This design comes from an exercise in tuning for small area and a short achievable clock period on the open sky130 flow, not from production work.
Function was checked by simulation only, so behaviour that the tests miss may differ from the original.
Power is estimated from default activity; no workload was simulated.

job 1560:
// npu
module npu (
    input               clk,
    input               reset,
    input               cov,
    input  [23:0]       data,
    input  [23:0]       wt,
    output logic [71:0] mmu_out,
    output logic [15:0] conv_out,
    output logic        conv_fin
);
Settings: LEC_CHECK=0, CAP_MARGIN=20, CORE_MARGIN=2, CORE_UTILIZATION=40, CTS_CLUSTER_DIAMETER=100, CTS_CLUSTER_SIZE=20, PLACE_DENSITY=0.6, SETUP_SLACK_MARGIN=3.0, SLEW_MARGIN=20, TNS_END_PERCENT=5; clock period 5.5 ns.
run.sh (not shown) runs the stock make flow with config.mk's settings and CLKGATE_MAP_FILE= SYNTH_SCRIPT=/design/flow/synth_recipe.tcl, a recipe that flattens the netlist after the stock synthesis.
Job 1560 | stages: all done | timing, DRC, antenna: all pass
Input changes introduced in job 8031 (baseline for comparison: job 1560):
- CTS_CLUSTER_SIZE: 20 -> unset
- CTS_CLUSTER_DIAMETER: 100 -> unset
- CORE_UTILIZATION: 40 -> 60
- PLACE_DENSITY: 0.6 -> 0.75
--- outcome ---
Job 8031 vs job 1560 on H-tree depth reported by CTS: job 8031 is the higher one. Looking at highest achievable clock rate, job 8031 sits 0.90% lower than job 1560 does. Job 8031 ends up with lower number of cell instances on the worst register-to-register path than job 1560 does. Job 8031 against job 1560: die extent in x went down, count of clock-net buffers in the final layout went up. Diff job 1560 -> job 8031: die area went down; sum of internal, switching and leakage power rose about 12%. Total sequential power for job 8031: about 0.6% up relative to job 1560. Sequential share of layout area ended up 0.52 points lower on job 8031 than on job 1560.
### job 8031 -> job 6252
- an added CTS_CLUSTER_DIAMETER of 120
- a change of PLACE_DENSITY from 0.75 to 0.6
- a change of CORE_UTILIZATION from 60 to 40
- an added CTS_CLUSTER_SIZE of 30
Findings:
Job 6252: number of antenna cells inserted 5 above job 8031. Sort job 8031 and job 6252 by logic depth of the worst setup path including buffers asc -> top: job 8031. Lower period utilization among job 8031 and job 6252: job 6252. Max placement row count across job 8031 and job 6252: job 6252. Compared job 6252 vs job 8031, and number of gates resized after CTS is up in job 6252. Cmp job 6252 vs job 8031: clock skew lower in job 6252. Compared with job 8031, job 6252 shows a higher worst hold slack.

========
Starting RTL as in the previous note.
// npu
module npu (
    input               clk,
    input               reset,
    input               cov,
    input  [23:0]       data,
    input  [23:0]       wt,
    output logic [71:0] mmu_out,
    output logic [15:0] conv_out,
    output logic        conv_fin
);
    logic fin, rk2;
    wire  rk = ~fin;                        
    wire  kill = reset | rk | rk2;          
    always_ff @(posedge clk) begin
        fin <= ~reset;
        rk2 <= rk;
    end
    assign conv_fin = fin;
    logic [7:0]  rD0;              
    logic [9:0]  r3D0;             
    logic [8:0]  T;                
    logic [10:0] T3;               
    logic [9:0]  S0, S1, S2;       
    logic [11:0] U0, U1, U2;       
    logic [23:0] rW, rW1;          
    wire  [7:0]  D0 = data[7:0], D1 = data[15:8], D2 = data[23:16];
    always_ff @(posedge clk) begin
        rD0  <= D0;
        r3D0 <= D0 + {D0, 1'b0};
        T    <= reset ? 9'd0  : (rk ? 8'd0 : rD0)  + D1;
        T3   <= reset ? 11'd0 : (rk ? 10'd0 : r3D0) + D1 + {D1, 1'b0};
        S0   <= T + D2;
        U0   <= T3 + D2 + {D2, 1'b0};
        S1   <= S0;  S2 <= S1;
        U1   <= U0;  U2 <= U1;
        rW   <= wt;
        rW1  <= rW;
    end
    wire e1_n = rW1[2];
    wire e1_a = rW1[1] ^ rW1[2];
    wire e1_b = rW1[0] ^ rW1[2];
    wire e1_c = 1'b0 ^ rW1[2];
    wire e1_1 = (e1_b ^ e1_c) & ~e1_a;
    wire e1_2 = (e1_a & ~e1_b & ~e1_c) | (~e1_a & e1_b & e1_c);
    wire e1_3 = e1_a & (e1_b ^ e1_c);
    wire e1_4 = e1_a & e1_b & e1_c;
    logic we0_0_one, we0_0_two, we0_0_three, we0_0_four, we0_0_neg;
    always_ff @(posedge clk) begin
        we0_0_one <= kill ? 1'b0 : e1_1;
        we0_0_two <= kill ? 1'b0 : e1_2;
        we0_0_three <= kill ? 1'b0 : e1_3;
        we0_0_four <= kill ? 1'b0 : e1_4;
        we0_0_neg <= kill ? 1'b0 : e1_n;
    end
  ...
==> flow/config.mk <==
export PLATFORM = sky130hd
export DESIGN_NAME = npu
export DESIGN_NICKNAME = npu
export VERILOG_FILES = /design/flow/design.v
export SDC_FILE = /design/flow/constraint.sdc
export NUM_CORES = 4
export LEC_CHECK = 0
export CAP_MARGIN = 20
export CORE_MARGIN = 2
export CORE_UTILIZATION = 40
export CTS_CLUSTER_DIAMETER = 120
export CTS_CLUSTER_SIZE = 30
export PLACE_DENSITY = 0.6
export SETUP_SLACK_MARGIN = 3.0
export SLEW_MARGIN = 20
export TNS_END_PERCENT = 5
==> flow/constraint.sdc <==
create_clock -name core_clock -period 5.5 [get_ports {clk}]
set_input_delay 1.1000 -clock core_clock [delete_from_list [all_inputs] [get_ports {clk}]]
set_output_delay 1.1000 -clock core_clock [all_outputs]
set_load 0.01 [all_outputs]
standard.sh (not shown) runs the stock make flow with config.mk's settings and CLKGATE_MAP_FILE= SYNTH_SCRIPT=/design/flow/synth_recipe.tcl, a recipe that flattens the netlist after the stock synthesis.
==> flow/flow/run.sh <==
#!/bin/bash
# Own flow: the standard layout (standard.sh, all steps, standard synthesis),
# with one change: the port buffers that global placement inserts on every input
# and output are buf_2 cells instead of the resizer's default pick (a 0.5 ns delay
# buffer). The whole make output goes to standard.log in this folder; ORFS keeps
# each step's own log under orfs/logs/.
set -euo pipefail
export BUFFER_PORTS_ARGS="-buffer_cell sky130_fd_sc_hd__buf_2"
bash standard.sh > standard.log 2>&1
==> next run, changes <==
==> flow/run.sh (new file) <==
#!/bin/bash
# synth_recipe.tcl (not shown) runs the flow's synth.tcl, then flattens the netlist and writes it again
# the make line also repeats each setting of config.mk as NAME=value (left out here)
make -C /OpenROAD-flow-scripts/flow DESIGN_CONFIG=/design/flow/config.mk WORK_HOME=/design/flow/orfs CLKGATE_MAP_FILE= SYNTH_SCRIPT=/design/flow/synth_recipe.tcl finish
--- a/flow/config.mk
+++ b/flow/config.mk
@@ -11,2 +10,0 @@
-export CTS_CLUSTER_DIAMETER = 120
-export CTS_CLUSTER_SIZE = 30
@@ -14 +12 @@
-export SETUP_SLACK_MARGIN = 3.0
+export SETUP_SLACK_MARGIN = 2.2
@@ -16 +13,0 @@
-export TNS_END_PERCENT = 5
removed: flow/flow/run.sh
removed: flow/standard.sh
Result: The new run went through all stages and came out clean; combinational power goes down by about 3%; flip-flop and latch count is unchanged; global-route usage goes up by 0.91 points; worst setup slack got worse by 0.13 ns; cell area goes up by 3.4%; clock-buffer cell count goes up by 56; die area is unchanged; cell count goes up by 0.94%; sequential share of layout area goes down by 1.4 points; routed wire length goes up by 3.0%; via count goes up by 1.8%.
==> next run, changes <==
--- a/flow/config.mk
+++ b/flow/config.mk
@@ -12 +12 @@
-export SETUP_SLACK_MARGIN = 2.2
+export SETUP_SLACK_MARGIN = 3.0
@@ -13,0 +14 @@
+export TNS_END_PERCENT = 5
Wire length is about the same.
Power went down slightly.
Clock power went down by a little under a tenth.
==> next run, changes <==
==> flow/flow/run.sh (new file) <==
#!/bin/bash
# Own flow: the standard layout (standard.sh, all steps, standard synthesis),
# with one change: the port buffers that global placement inserts on every input
# and output are buf_1 cells instead of the resizer's default pick (a 0.5 ns delay
# buffer). The whole make output goes to standard.log in this folder; ORFS keeps
# each step's own log under orfs/logs/.
set -euo pipefail
export BUFFER_PORTS_ARGS="-buffer_cell sky130_fd_sc_hd__buf_1"
bash standard.sh > standard.log 2>&1
==> flow/standard.sh (new file) <==
#!/bin/bash
# synth_recipe.tcl (not shown) runs the flow's synth.tcl, then flattens the netlist and writes it again
# the make line also repeats each setting of config.mk as NAME=value (left out here)
make -C /OpenROAD-flow-scripts/flow DESIGN_CONFIG=/design/flow/config.mk WORK_HOME=/design/flow/orfs CLKGATE_MAP_FILE= SYNTH_SCRIPT=/design/flow/synth_recipe.tcl "${@:-finish}"
--- a/flow/config.mk
+++ b/flow/config.mk
@@ -10,0 +11,2 @@
+export CTS_CLUSTER_DIAMETER = 100
+export CTS_CLUSTER_SIZE = 24
removed: flow/run.sh
What happened: Via count shrinks by 0.80%; hold slack gains 0.022 ns; worst setup slack barely changes; global-route usage shrinks by 0.15 points; clock-buffer cell count shrinks by 59; final area shrinks by 4.8%; utilization shrinks by 2.3 points.

-- port drivers added, routing unchanged --
How much do the figures lean on ideal ports? The routed layouts below were timed once more, with nothing changed but the port constraints.
Step 1 assumes that a clkbuf_16 drives the clock port and a buf_2 every other input.
Step 2 moves the port delays by t, midway between the first and last clock arrival at a register: inputs arrive t later, outputs are due t later. That takes back most of the time a late clock gives input paths.
Three values: ideal ports, drivers, drivers and shift; two values: the first two.
| run | t, ns | slack for setup (ns) | worst hold slack (ns) |
|---|---|---|---|
| job 1560 | 0.641 | 2.418 / 2.418 / 1.953 | 0.324 / 0.324 / 0.324 |
| job 8031 | 0.669 | 2.390 / 2.390 / 1.866 | 0.327 / 0.327 / 0.327 |
| job 6252 | 0.677 | 2.414 / 2.414 / 1.978 | 0.339 / 0.339 / 0.339 |
| the first run of note 2 | 0.673 | 2.382 / 2.382 / 1.883 | 0.337 / 0.337 / 0.337 |
| the second run of note 2 | 0.671 | 2.253 / 2.253 / 1.659 | 0.325 / 0.325 / 0.325 |
| the third run of note 2 | 0.672 | 2.403 / 2.403 / 1.968 | 0.312 / 0.312 / 0.312 |
| the fourth run of note 2 | 0.645 | 2.403 / 2.403 / 1.802 | 0.334 / 0.334 / 0.334 |
After both steps setup and hold are still met in every run listed. The setup slack of the fourth run of note 2, which loses most, moves by 0.000 ns with the drivers and by -0.601 ns with both steps.
